Context: an optimization exercise on an open-source flow, tuned for small area. The choices shown serve that exercise and are no tape-out recipe.
Function was checked by simulation only, so behaviour that the tests miss may differ from the original.
Power and IR drop assume default switching activity. No driver is modelled on the clock port, so clocking that relies on it looks cheaper here than on a real chip.

==> flow/design.v <==
`timescale 1ns / 1ps
module TOP_FIR(clk, rst, data_in, data_out);
input clk, rst;
input [15:0] data_in;
output [15:0] data_out;
reg [15:0] data_out;
reg [15:0] d [0:34];
reg [4:0] lf;                  
reg f18, f19;                  
reg n34, n35;                  
reg [7:0] nlo;                 
reg [7:0] nhi;                 
reg [7:0] ylo;                 
reg cn7, kn8, cy7, ky8;        
integer i;
wire [7:0] na_l = ~(d[17][7:0] & {8{f18}});       
wire [15:8] na_h = ~(d[18][15:8] & {8{f19}});     
wire [3:0] a_l = ~na_l[3:0];                       
wire [11:4] a_h = {~na_h[11:8], ~d[18][7:4] & {4{f19}}};    
wire [7:0] b_l = ~d[33][7:0] & {8{~n34}};          
wire [15:8] b_h = ~d[34][15:8] & {8{~n35}};        
always @(posedge clk) begin
	d[0] <= data_in;
	for (i = 1; i < 35; i = i + 1)
		d[i] <= d[i-1];
	d[18][7:0] <= na_l;
	d[19][15:8] <= na_h;
end
always @(posedge clk) begin
	if (rst) begin
		lf <= 5'd0;
		f18 <= 1'b0;
		f19 <= 1'b0;
		n34 <= 1'b1;
		n35 <= 1'b1;
	end else begin
		lf <= {lf[3:0], ~(lf[4] ^ lf[0])};
		f18 <= f18 | (lf[4] & lf[3] & ~lf[0]);
		f19 <= f18;
		n34 <= n34 & ~(f18 & lf[3] & lf[2] & lf[1]);
		n35 <= n34;
	end
end
genvar g;
wire [7:0] nl_p = nlo ^ b_l ^ na_l;
wire [7:0] nl_c = (nlo & b_l) | (nlo & na_l) | (b_l & na_l);
wire [7:0] nl_q = {nl_c[6:0], 1'b1};
wire [8:0] nl_k;
wire [7:0] nl_s;
assign nl_k[0] = 1'b0;
generate for (g = 0; g < 8; g = g + 1) begin : nl_add
	assign nl_s[g] = nl_p[g] ^ nl_q[g] ^ nl_k[g];
	assign nl_k[g+1] = (nl_p[g] & nl_q[g]) | (nl_p[g] & nl_k[g]) | (nl_q[g] & nl_k[g]);
end endgenerate
wire [7:0] nh_p = nhi ^ b_h ^ na_h;
wire [7:0] nh_c = (nhi & b_h) | (nhi & na_h) | (b_h & na_h);
wire [7:0] nh_q = {nh_c[6:0], cn7};
wire [8:0] nh_k;
wire [7:0] nh_s;
assign nh_k[0] = kn8;
generate for (g = 0; g < 8; g = g + 1) begin : nh_add
	assign nh_s[g] = nh_p[g] ^ nh_q[g] ^ nh_k[g];
	assign nh_k[g+1] = (nh_p[g] & nh_q[g]) | (nh_p[g] & nh_k[g]) | (nh_q[g] & nh_k[g]);
end endgenerate
wire [3:0] yl0_s;
wire [4:0] yl0_k;
assign yl0_k[0] = 1'b0;
generate for (g = 0; g < 4; g = g + 1) begin : yl0_add
	assign yl0_s[g] = ylo[g] ^ nlo[g] ^ yl0_k[g];
	assign yl0_k[g+1] = (ylo[g] & nlo[g]) | (ylo[g] & yl0_k[g]) | (nlo[g] & yl0_k[g]);
end endgenerate
wire [3:0] yl_p = ylo[7:4] ^ a_l[3:0] ^ nlo[7:4];
wire [3:0] yl_c = (ylo[7:4] & a_l[3:0]) | (ylo[7:4] & nlo[7:4]) | (a_l[3:0] & nlo[7:4]);
wire [3:0] yl_q = {yl_c[2:0], 1'b0};
wire [4:0] yl_k;
wire [7:0] yl_s;
assign yl_k[0] = yl0_k[4];
assign yl_s[3:0] = yl0_s;
generate for (g = 0; g < 4; g = g + 1) begin : yl_add
	assign yl_s[g+4] = yl_p[g] ^ yl_q[g] ^ yl_k[g];
	assign yl_k[g+1] = (yl_p[g] & yl_q[g]) | (yl_p[g] & yl_k[g]) | (yl_q[g] & yl_k[g]);
end endgenerate
wire [7:0] ah16 = a_h[11:4];
wire [7:0] yh_p = data_out[15:8] ^ ah16 ^ nhi;
wire [7:0] yh_c = (data_out[15:8] & ah16) | (data_out[15:8] & nhi) | (ah16 & nhi);
wire [7:0] yh_q = {yh_c[6:0], cy7};
wire [8:0] yh_k;
wire [7:0] yh_s;
assign yh_k[0] = ky8;
generate for (g = 0; g < 8; g = g + 1) begin : yh_add
	assign yh_s[g] = yh_p[g] ^ yh_q[g] ^ yh_k[g];
	assign yh_k[g+1] = (yh_p[g] & yh_q[g]) | (yh_p[g] & yh_k[g]) | (yh_q[g] & yh_k[g]);
end endgenerate
always @(posedge clk) begin
	if (rst) begin
		nlo <= 8'd0;
		nhi <= 8'd0;
		ylo <= 8'd0;
		data_out <= 16'd0;
		cn7 <= 1'b0;
		kn8 <= 1'b1;
		cy7 <= 1'b0;
		ky8 <= 1'b0;
	end else begin
		nlo <= nl_s;
		nhi <= nh_s;
		ylo <= yl_s;
		data_out <= {yh_s, ylo};
		cn7 <= nl_c[7];
		kn8 <= nl_k[8];
		cy7 <= yl_c[3];
		ky8 <= yl_k[4];
	end
end
endmodule
==> flow/flow/run.sh <==
#!/bin/bash
# The standard layout (standard.sh) with these changes:
#  - after the standard synthesis, flow/handmap.py rebuilds the logic in front of
#    the accumulator registers as the carry-save / ripple-carry adders the RTL
#    describes, and flow/polopt.py re-chooses the polarity of the full-adder and xor cells
#    and the type of two-input gates to drop inverters. Both keep the netlist
#    logically the same and leave every register, its name and cell type alone;
#  - clock tree synthesis adds no dummy loads, clusters up to 36 sinks per
#    buffer and uses clkbuf_4 above the leaf buffers;
#  - port buffers are buf_1.
set -e
W=$PWD
R=$W/orfs/results/sky130hd/TOP_FIR/base
export CTS_ARGS="-sink_clustering_enable -repair_clock_nets -dont_use_dummy_load -buf_list sky130_fd_sc_hd__clkbuf_16 -root_buf sky130_fd_sc_hd__clkbuf_4 -sink_clustering_size 36 -sink_clustering_max_diameter 100"
export BUFFER_PORTS_ARGS="-buffer_cell sky130_fd_sc_hd__buf_1"
bash standard.sh $R/1_2_yosys.v > standard_synth.log 2>&1
cp $R/1_2_yosys.v $W/1_2_yosys_std.v
python3 $W/flow/handmap.py $W/1_2_yosys_std.v $W/1_2_yosys_hm.v > handmap.log 2>&1
python3 $W/flow/polopt.py $W/1_2_yosys_hm.v $R/1_2_yosys.v > polopt.log 2>&1
bash standard.sh > standard.log 2>&1
==> flow/flow/handmap.py <==
#!/usr/bin/env python3
"""Map the filter's arithmetic by hand.

Reads bench's standard synthesis of rtl/TOP_FIR.v and replaces the logic in front
of the accumulator registers (nlo, nhi, ylo, data_out and the four carry
registers) and of the delay-line registers that take masked samples with the carry-save / ripple-carry structure that rtl/TOP_FIR.v
describes, built from sky130hd fa_1, ha_1 and two-input gates. Logic that no
longer drives anything is removed. All registers, their names and cell types, and
the rest of the logic (sample delay line, reset counter and flags) stay as
synthesized. The result computes the same function as the RTL.

usage: handmap.py in.v out.v
"""
import re
import sys

INST_RE = re.compile(r'^(\s*)(sky130_fd_sc_hd__\w+)\s+(\S+)\s*\((.*?)\);', re.S | re.M)
PIN_RE = re.compile(r'\.(\w+)\(\s*([^()]*?)\s*\)')
OUT_PINS = {'X', 'Y', 'Q', 'Q_N', 'SUM', 'COUT', 'HI', 'LO'}
P = 'sky130_fd_sc_hd__'


def main(src, dst):
    text = open(src).read()
    insts = []
    for m in INST_RE.finditer(text):
        insts.append(dict(span=m.span(), typ=m.group(2), name=m.group(3),
                          pins=[list(x) for x in PIN_RE.findall(m.group(4))]))
    hdr = re.search(r'module\s+\w+\s*\((.*?)\);', text, re.S).group(1)
    ports = {p.strip() for p in hdr.split(',')}

    # register name (before the $) -> instance
    flops = {}
    for i, c in enumerate(insts):
        if c['typ'].startswith(P + 'df'):
            flops[c['name'].lstrip('\\').split('$')[0]] = i

    def q(reg):
        return dict(insts[flops[reg]]['pins'])['Q']

    new = []
    cnt = [0]

    def net():
        cnt[0] += 1
        return '_hm_n%d_' % cnt[0]

    def cell(typ, **pins):
        cnt[0] += 1
        new.append((P + typ, '_hm_c%d_' % cnt[0], list(pins.items())))

    def g2(typ, a, b, apin='A', bpin='B', opin=None):
        o = net()
        if opin is None:
            opin = 'X' if typ.startswith(('and', 'or', 'xor')) else 'Y'
        pins = {apin: a, opin: o}
        if bpin is not None:
            pins[bpin] = b
        cell(typ, **pins)
        return o

    def fa(a, b, c, need_cout=True):
        s, co = net(), net()
        pins = dict(A=a, B=b, CIN=c, SUM=s)
        if need_cout:
            pins['COUT'] = co
        cell('fa_1', **pins)
        return s, (co if need_cout else None)

    def ha(a, b):
        s, co = net(), net()
        cell('ha_1', A=a, B=b, SUM=s, COUT=co)
        return s, co

    def xor5(a, b, c_, d_, e):
        return g2('xor2_1', g2('xor2_1', g2('xor2_1', a, b), c_), g2('xor2_1', d_, e))

    rst = 'rst'
    D = {}   # register -> net for its D pin
    d = lambda k, i: q('d[%d][%d]' % (k, i))
    f18, f19, n34, n35 = q('f18'), q('f19'), q('n34'), q('n35')
    nlo = [q('nlo[%d]' % i) for i in range(8)]
    nhi = [q('nhi[%d]' % i) for i in range(8)]
    ylo = [q('ylo[%d]' % i) for i in range(8)]
    dout = [q('data_out[%d]' % i) for i in range(16)]


    def keep0(reg, s):
        D[reg] = g2('nor2b_1', rst, s, 'A', 'B_N', 'Y')      # ~rst & s

    # masked samples; past the taps the delay line holds them inverted
    na_l = {i: g2('nand2_1', d(17, i), f18) for i in range(8)}
    na_h = {i: g2('nand2_1', d(18, i), f19) for i in range(8, 16)}
    for i in range(8):
        D['d[18][%d]' % i] = na_l[i]
    for i in range(8, 16):
        D['d[19][%d]' % i] = na_h[i]
    inv = lambda a: g2('inv_1', a, None, 'A', None, 'Y')
    g19 = inv(f19)
    al = {i: inv(na_l[i]) for i in range(4)}
    ah = {i: g2('nor2_1', d(18, i), g19) for i in range(4, 8)}
    ah.update({i: inv(na_h[i]) for i in range(8, 12)})
    bl = {i: g2('nor2_1', d(33, i), n34) for i in range(8)}
    bh = {i: g2('nor2_1', d(34, i), n35) for i in range(8, 16)}

    # N low byte: nlo + b + ~a + 1
    p, c = {}, {}
    for i in range(8):
        p[i], c[i] = fa(nlo[i], bl[i], na_l[i])
    D['nlo[0]'] = g2('nor2_1', rst, p[0])                  # ~rst & ~p0
    k = p[0]
    for i in range(1, 8):
        s, k = fa(p[i], c[i - 1], k)
        keep0('nlo[%d]' % i, s)
    keep0('cn7', c[7])
    D['kn8'] = g2('or2_1', rst, k)                         # reset value 1

    # N high byte: nhi + b + ~a + carries
    p, c = {}, {}
    for j in range(7):
        p[j], c[j] = fa(nhi[j], bh[8 + j], na_h[8 + j])
    k = q('kn8')
    cin = q('cn7')
    for j in range(7):
        s, k = fa(p[j], cin if j == 0 else c[j - 1], k)
        keep0('nhi[%d]' % j, s)
    # top bit: sum only
    keep0('nhi[7]', xor5(nhi[7], bh[15], na_h[15], c[6], k))

    # y low byte: ylo + 16*a + N
    s, k = ha(ylo[0], nlo[0])
    keep0('ylo[0]', s)
    for i in range(1, 4):
        s, k = fa(ylo[i], nlo[i], k)
        keep0('ylo[%d]' % i, s)
    p, c = {}, {}
    for i in range(4, 8):
        p[i], c[i] = fa(ylo[i], al[i - 4], nlo[i])
    s, k = ha(p[4], k)
    keep0('ylo[4]', s)
    for i in range(5, 8):
        s, k = fa(p[i], c[i - 1], k)
        keep0('ylo[%d]' % i, s)
    keep0('cy7', c[7])
    keep0('ky8', k)
    for i in range(8):
        keep0('data_out[%d]' % i, ylo[i])

    # y high byte: y + 16*a + N + carries
    p, c = {}, {}
    for j in range(7):
        p[j], c[j] = fa(dout[8 + j], ah[4 + j], nhi[j])
    k = q('ky8')
    for j in range(7):
        s, k = fa(p[j], q('cy7') if j == 0 else c[j - 1], k)
        keep0('data_out[%d]' % (8 + j), s)
    keep0('data_out[15]', xor5(dout[15], ah[11], nhi[7], c[6], k))

    # rewire the D pins
    for reg, n in D.items():
        for pin in insts[flops[reg]]['pins']:
            if pin[0] == 'D':
                pin[1] = n

    # remove logic that drives nothing
    def is_port(n):
        return n.split('[')[0].strip() in ports
    alive = [True] * len(insts)
    while True:
        used = set()
        for i, c in enumerate(insts):
            if alive[i]:
                for p_, n in c['pins']:
                    if p_ not in OUT_PINS:
                        used.add(n)
        for _, _, pins in new:
            for p_, n in pins:
                if p_ not in OUT_PINS:
                    used.add(n)
        changed = False
        for i, c in enumerate(insts):
            if not alive[i] or c['typ'].startswith(P + 'df'):
                continue
            outs = [n for p_, n in c['pins'] if p_ in OUT_PINS]
            if not any(n in used or is_port(n) for n in outs):
                alive[i] = False
                changed = True
        if not changed:
            break

    def fmt(n):
        return n + ' ' if n.startswith('\\') else n

    out = []
    pos = 0
    for i, c in enumerate(insts):
        s_, e_ = c['span']
        out.append(text[pos:s_])
        pos = e_
        if not alive[i]:
            continue
        body = ',\n'.join('    .%s(%s)' % (p_, fmt(n)) for p_, n in c['pins'])
        out.append('  %s %s (\n%s\n  );' % (c['typ'], c['name'], body))
    out.append(text[pos:])
    res = ''.join(out)
    nets = sorted({n for _, _, pins in new for _, n in pins if n.startswith('_hm_n')})
    add = ''.join('  wire %s;\n' % n for n in nets)
    for typ, name, pins in new:
        body = ',\n'.join('    .%s(%s)' % (p_, fmt(n)) for p_, n in pins)
        add += '  %s %s (\n%s\n  );\n' % (typ, name, body)
    kk = res.rindex('endmodule')
    open(dst, 'w').write(res[:kk] + add + res[kk:])
    sys.stderr.write('handmap: %d cells added, %d removed\n'
                     % (len(new), alive.count(False)))


if __name__ == '__main__':
    main(sys.argv[1], sys.argv[2])
==> flow/flow/polopt.py <==
#!/usr/bin/env python3
"""Re-choose signal polarities in a mapped sky130hd netlist to save inverters.

 - A full adder is self-dual: FA(~a, ~b, ~c) = (~sum, ~cout), so every fa cell may
   compute on complemented signals instead.
 - An xor2 or xnor2 cell may compute the complement of its output instead.
 - A two-input gate (and2, nand2, nor2, or2 and their inverted-input forms, xor2,
   xnor2) may be replaced by the cheapest such cell that computes the same output
   from whatever polarity of its inputs is available.
All inverters of the input netlist are removed, a polarity is chosen for every
full adder, and the inverters still needed are re-inserted. Registers, their names
and ports are untouched; the netlist computes the same function.

usage: polopt.py in.v out.v
"""
import re
import random
import sys

INV_RE = re.compile(r'^sky130_fd_sc_hd__(inv|clkinv)_\d+$')
INST_RE = re.compile(r'^(\s*)(sky130_fd_sc_hd__\w+)\s+(\S+)\s*\((.*?)\);', re.S | re.M)
PIN_RE = re.compile(r'\.(\w+)\(\s*([^()]*?)\s*\)')
OUT_PINS = {'X', 'Y', 'Q', 'Q_N', 'SUM', 'COUT', 'HI', 'LO'}
P = 'sky130_fd_sc_hd__'
A_INV = 3.7536

# two-input cells: name -> (area, input pins, output pin, function of the two pins)
G2 = {
    'and2_1': (6.256, ('A', 'B'), 'X', lambda a, b: a & b),
    'and2b_1': (7.5072, ('A_N', 'B'), 'X', lambda a, b: (1 - a) & b),
    'nand2_1': (3.7536, ('A', 'B'), 'Y', lambda a, b: 1 - (a & b)),
    'nand2b_1': (6.256, ('A_N', 'B'), 'Y', lambda a, b: 1 - ((1 - a) & b)),
    'nor2_1': (3.7536, ('A', 'B'), 'Y', lambda a, b: 1 - (a | b)),
    'nor2b_1': (6.256, ('A', 'B_N'), 'Y', lambda a, b: (1 - a) & b),
    'or2_1': (6.256, ('A', 'B'), 'X', lambda a, b: a | b),
    'or2b_1': (7.5072, ('A', 'B_N'), 'X', lambda a, b: a | (1 - b)),
    'xor2_1': (8.7584, ('A', 'B'), 'X', lambda a, b: a ^ b),
    'xnor2_1': (8.7584, ('A', 'B'), 'Y', lambda a, b: 1 - (a ^ b)),
}


def tt(fn):
    return tuple(fn(a, b) for a in (0, 1) for b in (0, 1))


BEST = {}
for cell, (area, pins, outp, fn) in G2.items():
    for swap in (0, 1):
        t = tuple(fn(b, a) if swap else fn(a, b) for a in (0, 1) for b in (0, 1))
        if t not in BEST or area < BEST[t][0]:
            BEST[t] = (area, cell, swap)


def main(src, dst, seed=1, restarts=200):
    text = open(src).read()
    insts = []
    for m in INST_RE.finditer(text):
        insts.append(dict(span=m.span(), indent=m.group(1), typ=m.group(2), name=m.group(3),
                          pins=PIN_RE.findall(m.group(4))))
    driver = {}
    for i, c in enumerate(insts):
        for p, n in c['pins']:
            if p in OUT_PINS:
                driver[n] = (i, p)

    hdr = re.search(r'module\s+\w+\s*\((.*?)\);', text, re.S).group(1)
    ports = {p.strip() for p in hdr.split(',')}

    def is_port(n):
        return n.split('[')[0].strip() in ports

    invs = {i for i, c in enumerate(insts) if INV_RE.match(c['typ'])}
    rm_inv = {i for i in invs if not is_port(dict(insts[i]['pins'])['Y'])}

    def base(n):
        pol = 0
        while n in driver and driver[n][0] in rm_inv:
            n = dict(insts[driver[n][0]]['pins'])['A']
            pol ^= 1
        return n, pol

    fas = [i for i, c in enumerate(insts) if c['typ'] == P + 'fa_1']
    xors = [i for i, c in enumerate(insts) if c['typ'] in (P + 'xor2_1', P + 'xnor2_1')]
    fa_index = {i: k for k, i in enumerate(fas)}
    xor_index = {i: len(fas) + k for k, i in enumerate(xors)}
    gates = {}
    for i, c in enumerate(insts):
        short = c['typ'][len(P):]
        if short in G2:
            area, pins, outp, fn = G2[short]
            pm = dict(c['pins'])
            # logical function over (pin0 net, pin1 net) as given
            gates[i] = (tt(fn), [pm[pins[0]], pm[pins[1]]], outp, pm[outp])

    # rigid sinks: (inst, pin, base, pol)
    rigid = {}
    gate_in = {}   # gate inst -> [(base, pol), (base, pol)]
    for i, c in enumerate(insts):
        if i in rm_inv:
            continue
        if i in gates:
            gate_in[i] = [base(n) for n in gates[i][1]]
            continue
        for p, n in c['pins']:
            if p in OUT_PINS:
                continue
            b, pol = base(n)
            rigid.setdefault(b, []).append((i, p, pol))
    bases = set(rigid)
    for i, ins in gate_in.items():
        for b, _ in ins:
            bases.add(b)
    bases = sorted(bases)

    def src_pol(b, f):
        if b in driver and driver[b][0] in fa_index:
            return f[fa_index[driver[b][0]]]
        if b in driver and driver[b][0] in xor_index:
            return f[xor_index[driver[b][0]]]
        return 0

    def evaluate(f, detail=False):
        sp = {b: src_pol(b, f) for b in bases}
        has_inv = {}
        for b in bases:
            need = False
            for (i, p, pol) in rigid.get(b, ()):
                req = pol ^ (f[fa_index[i]] if i in fa_index else 0)
                if req != sp[b]:
                    need = True
                    break
            has_inv[b] = need
        cost = A_INV * sum(has_inv.values())
        choice = {}
        for i, (t, _, _, _) in gates.items():
            (b0, p0), (b1, p1) = gate_in[i]
            best = None
            opts0 = [sp[b0]] + ([1 - sp[b0]] if has_inv[b0] else [])
            opts1 = [sp[b1]] + ([1 - sp[b1]] if has_inv[b1] else [])
            for q0 in opts0:
                for q1 in opts1:
                    # physical value x0 = logical_base0 ^ q0; gate wants logical input
                    # v0 = base0 ^ p0 = x0 ^ q0 ^ p0
                    d0, d1 = q0 ^ p0, q1 ^ p1
                    fo = f[xor_index[i]] if i in xor_index else 0
                    tt2 = tuple(t[(a ^ d0) * 2 + (b ^ d1)] ^ fo for a in (0, 1) for b in (0, 1))
                    area, cell, swap = BEST[tt2]
                    if best is None or area < best[0]:
                        best = (area, cell, swap, q0, q1)
            cost += best[0]
            choice[i] = best
        if detail:
            return cost, sp, has_inv, choice
        return cost

    rng = random.Random(seed)
    nfa = len(fas) + len(xors)
    best_f = [0] * nfa
    best = evaluate(best_f)
    start = best
    for restart in range(restarts):
        f = [0] * nfa if restart == 0 else [rng.randint(0, 1) for _ in range(nfa)]
        cur = evaluate(f)
        improved = True
        while improved:
            improved = False
            order = list(range(nfa))
            rng.shuffle(order)
            for k in order:
                f[k] ^= 1
                c = evaluate(f)
                if c < cur - 1e-9:
                    cur = c
                    improved = True
                else:
                    f[k] ^= 1
        if cur < best - 1e-9:
            best, best_f = cur, f[:]
    f = best_f
    cost, sp, has_inv, choice = evaluate(f, True)
    sys.stderr.write('polopt: %d fa, %d gates, %d inverters removed, cost %.1f -> %.1f\n'
                     % (nfa, len(gates), len(rm_inv), start, cost))

    # ---- rebuild ----
    inv_net = {}
    new_invs = []

    def net(b, q):
        """physical net carrying base b complemented q times relative to its source"""
        if q == sp[b]:
            return b
        if b not in inv_net:
            k = len(inv_net)
            inv_net[b] = '_polopt_n%d_' % k
            new_invs.append(('_polopt_inv%d_' % k, b, inv_net[b]))
        return inv_net[b]

    new_pins = {}
    for b, ss in rigid.items():
        for (i, p, pol) in ss:
            req = pol ^ (f[fa_index[i]] if i in fa_index else 0)
            new_pins[(i, p)] = net(b, req)
    for i, (area, cell, swap, q0, q1) in choice.items():
        (b0, _), (b1, _) = gate_in[i]
        n0, n1 = net(b0, q0), net(b1, q1)
        cpins = G2[cell][1]
        outp = G2[cell][2]
        ins = (n1, n0) if swap else (n0, n1)
        new_pins[i] = (P + cell, [(cpins[0], ins[0]), (cpins[1], ins[1]), (outp, gates[i][3])])

    def fmt(n):
        return n + ' ' if n.startswith('\\') else n

    out = []
    pos = 0
    for i, c in enumerate(insts):
        s, e = c['span']
        out.append(text[pos:s])
        pos = e
        if i in rm_inv:
            continue
        if i in gates:
            typ, pins = new_pins[i]
        else:
            typ = c['typ']
            pins = [(p, new_pins.get((i, p), n)) if p not in OUT_PINS else (p, n)
                    for p, n in c['pins']]
        body = ',\n'.join('    .%s(%s)' % (p, fmt(n)) for p, n in pins)
        out.append('%s%s %s (\n%s\n  );' % (c['indent'], typ, c['name'], body))
    out.append(text[pos:])
    res = ''.join(out)
    add = ''.join('  wire %s;\n' % nn for _, _, nn in new_invs)
    add += ''.join('  %sinv_1 %s (\n    .A(%s),\n    .Y(%s)\n  );\n' % (P, nm, fmt(a), y)
                   for nm, a, y in new_invs)
    k = res.rindex('endmodule')
    open(dst, 'w').write(res[:k] + add + res[k:])


if __name__ == '__main__':
    main(sys.argv[1], sys.argv[2])
==> flow/standard.sh <==
#!/bin/bash
# synth_recipe.tcl (not shown) runs the flow's synth.tcl, then flattens the netlist and writes it again
# the make line also repeats each setting of config.mk as NAME=value (left out here)
make -C /OpenROAD-flow-scripts/flow DESIGN_CONFIG=/design/flow/config.mk WORK_HOME=/design/flow/orfs CLKGATE_MAP_FILE= SYNTH_SCRIPT=/design/flow/synth_recipe.tcl "${@:-finish}"
==> flow/config.mk <==
export PLATFORM = sky130hd
export DESIGN_NAME = TOP_FIR
export DESIGN_NICKNAME = TOP_FIR
export VERILOG_FILES = /design/flow/design.v
export SDC_FILE = /design/flow/constraint.sdc
export NUM_CORES = 4
export LEC_CHECK = 0
export CAP_MARGIN = 20
export CORE_MARGIN = 2
export CORE_UTILIZATION = 70
export PLACE_DENSITY = 0.85
export SLEW_MARGIN = 20
==> flow/constraint.sdc <==
create_clock -name core_clock -period 5.0 [get_ports {clk}]
set_input_delay 1.0000 -clock core_clock [delete_from_list [all_inputs] [get_ports {clk}]]
set_output_delay 1.0000 -clock core_clock [all_outputs]
set_load 0.01 [all_outputs]
==> qor.yml <==
clock_tree:
  cts_buffers: 20
  clk_root_buffer_cell: "clkbuf_4"
  hold_buffers: 0
  postCtsSetupBuffers: 0
  path_clk_slew_ns: 0.12
  insertion_delay_ns: 0.77
  clock_sinks: 605
  cts_tree: "built"
  htreeDepth: 1
  cts_buffer_depth: 3
  cts_resized: 0
final_layout:
  drive_gt1_share_pct: 2.66
  layout_common_cells: "dfxtp_1, fa_1, nor2b_1"
  final_nets: 901
  utilization_pct: 75.7
  layout_commonest_cell: "dfxtp_1"
  area_growth_pct: 6.54
worst_setup_path:
  startpoint_type: "register"
  cp.depth: 13
  path_max_fanout: 10
  crit_end: "nhi[7]"
  startpoint: "f19"
  critPathArrivalTime_ns: 5.00
  r2r.worst_path.cells: 13
  reg2reg_setup_slack_ns: 0.56
  slowest_delay_ns: 0.48
  crit_slowest_cell: "fa_1"
  crit_top_cell: "fa_1"
  cp_cell_sequence: "buf_4 -> nand2_1 -> fa_1 -> fa_1 -> fa_1 -> fa_1 -> fa_1 -> fa_1 -> fa_1 -> fa_1 -> xor2_1 -> xnor2_1 -> nor2_1"
  path_delay_family: "adder cells"
  worstPathRequired_ns: 5.56
  r2r_start: "f19"
  path_buf_inv: 1
  reg2reg_to: "nhi[7]"
  path_class: "reg -> reg"
  cp-end-kind: "register"
sta:
  setup_ws_ns: 0.558
  period_share_pct: 88.8
  finalSetupViolCount: 0
  period_needed_ns: 4.44
  skew_ns: 0.0763
  fmax_mhz: 225
  rsz0062_at_grt: "no"
  hold_viol: 0
  finalMaxSlewViolations: 0
  worst_slew_pin_slew_ns: 1.05
  finalSetupTns_ns: 0
  hold_ws_ns: 0.274
  max_slew_margin_pct: 29.9
place:
  hpwl_um: 9750
  gp_congestion: 0.848
  port_buffers: 33
  pre_cts_ws_ns: 0.540
yosys:
  synth_fp_nets: 848
  ys_warn_count: 2
  syn-instance-count: 775
  synth.cell_area_sq_um: 13800
  avgSynthCellArea_sq_um: 17.8
floorplanning:
  num_rows: 51
  ioPinCount: 34
  dieHeight_um: 144
  die_w_um: 144
  design.die.area_sq_um: 20800
  core_sq_um: 19400
  start_util_pct: 71.1
pwr:
  pwr_density_cell_nw_per_um2: 511
  irDropWorstVdd_mv: 0.363
  leakage_nw: 5.93
  total_power_w: 0.00751
global_route:
  grt_max_degree: 52
  grt_overflow_total: 0
  grt_antenna_before_repair: 2
  grt_pass1_wl_um: 24200
  grt_pass1_vias: 5092
  grt_usage_pct: 15.1
outcome:
  status: "no timing/DRC/antenna violations"
detailed_routing:
  vias: 4860
  vias_per_cell: 4.45
  drc_errors: 0
  drt-pass1-iter-count: 4
  routed_wl_um: 15300
  first_iter_violations: 190
  ant_nets: 0
  wire_per_inst_um: 14.0
worst_hold_path:
  hold_path_class: "reg -> reg"
run:
  maxCapViolCount: 0
==> area by class of cell <==
| type | instances | area (sq um) |
|---|---|---|
| flip-flops and latches | 605 | 12100 |
| clock buffers | 20 | 448 |
| fillers | 1134 | 4710 |
| inverters | 14 | 52.6 |
| diodes | 2 | 5.00 |
| well taps | 265 | 332 |
| multi-input cells | 153 | 1610 |
| repair buffers | 34 | 133 |
==> worst min-delay path by stage <==
stage / from / to / slack (ns) / cells after the start
global route: data_in[14] / d[0][14] / 0.25 / 1
floorplan: d[9][0] / d[10][0] / 0.31 / 0
detailed placement: d[9][11] / d[10][11] / 0.31 / 0
global placement: d[12][1] / d[13][1] / 0.31 / 0
finish: d[16][0] / d[17][0] / 0.27 / 0
CTS: data_in[3] / d[0][3] / 0.24 / 1
==> stage by stage <==
stage          std cells  instance area, sq um
2_1_floorplan        775                 13800
3_3_place_gp        1071                 14200
3_5_place_dp        1071                 14200
4_1_cts             1091                 14700
5_1_grt             1093                 14700
6_report            1093                 14700
==> sequential cells by signal, summed over array words and instances (netlist names) <==
| signal | flops |
|---|---|
| nhi | 8 |
| cy7 | 1 |
| ylo | 8 |
| n34 | 1 |
| lf | 5 |
| f18 | 1 |
| nlo | 8 |
| ky8 | 1 |
| d | 552 |
| kn8 | 1 |
| f19 | 1 |
| data_out | 16 |
| cn7 | 1 |
| n35 | 1 |
==> per-layer routing <==
layer / GRT usage [%] / share of wire, %
met1: 19.1 / 44
met2: 26.9 / 49
met3: 3.05 / 3.7
met4: 4.14 / 2.7
met5: 0 / 0.078
==> power by group <==
group	switching, W	total, W	internal (W)
logic	0.000252	0.000522	0.000270
registers	0.0000997	0.00513	0.00503
clock network	0.00122	0.00185	0.000635
total	0.00157	0.00751	0.00593

-- what the ideal ports hide --
The flow's constraints put no driver on any port. The routed layout listed below was extracted and timed again, unchanged, in two steps.
Step 1 sets driving cells, clkbuf_16 on the clock port and buf_2 on the other inputs (assumed; they add their load-dependent delay and slew).
Step 2 moves the port delays by t, midway between the first and last clock arrival at a register: inputs arrive t later, outputs are due t later. That takes back most of the time a late clock gives input paths.
Slacks: no drivers / after step 1 / after step 2; pairs: no drivers / after step 1.
shift t [ns]: 0.769
slack for setup (ns): 0.558 / 0.558 / 0.558
latest minus earliest clock arrival (ns): 0.083 / 0.084
worst slew at a driven data input, ns: 0.03
cell pins on the clock port's net: 1
After both steps this run still meets setup and hold. The setup slack of this run moves by 0.000 ns with the drivers and by 0.000 ns with both steps.
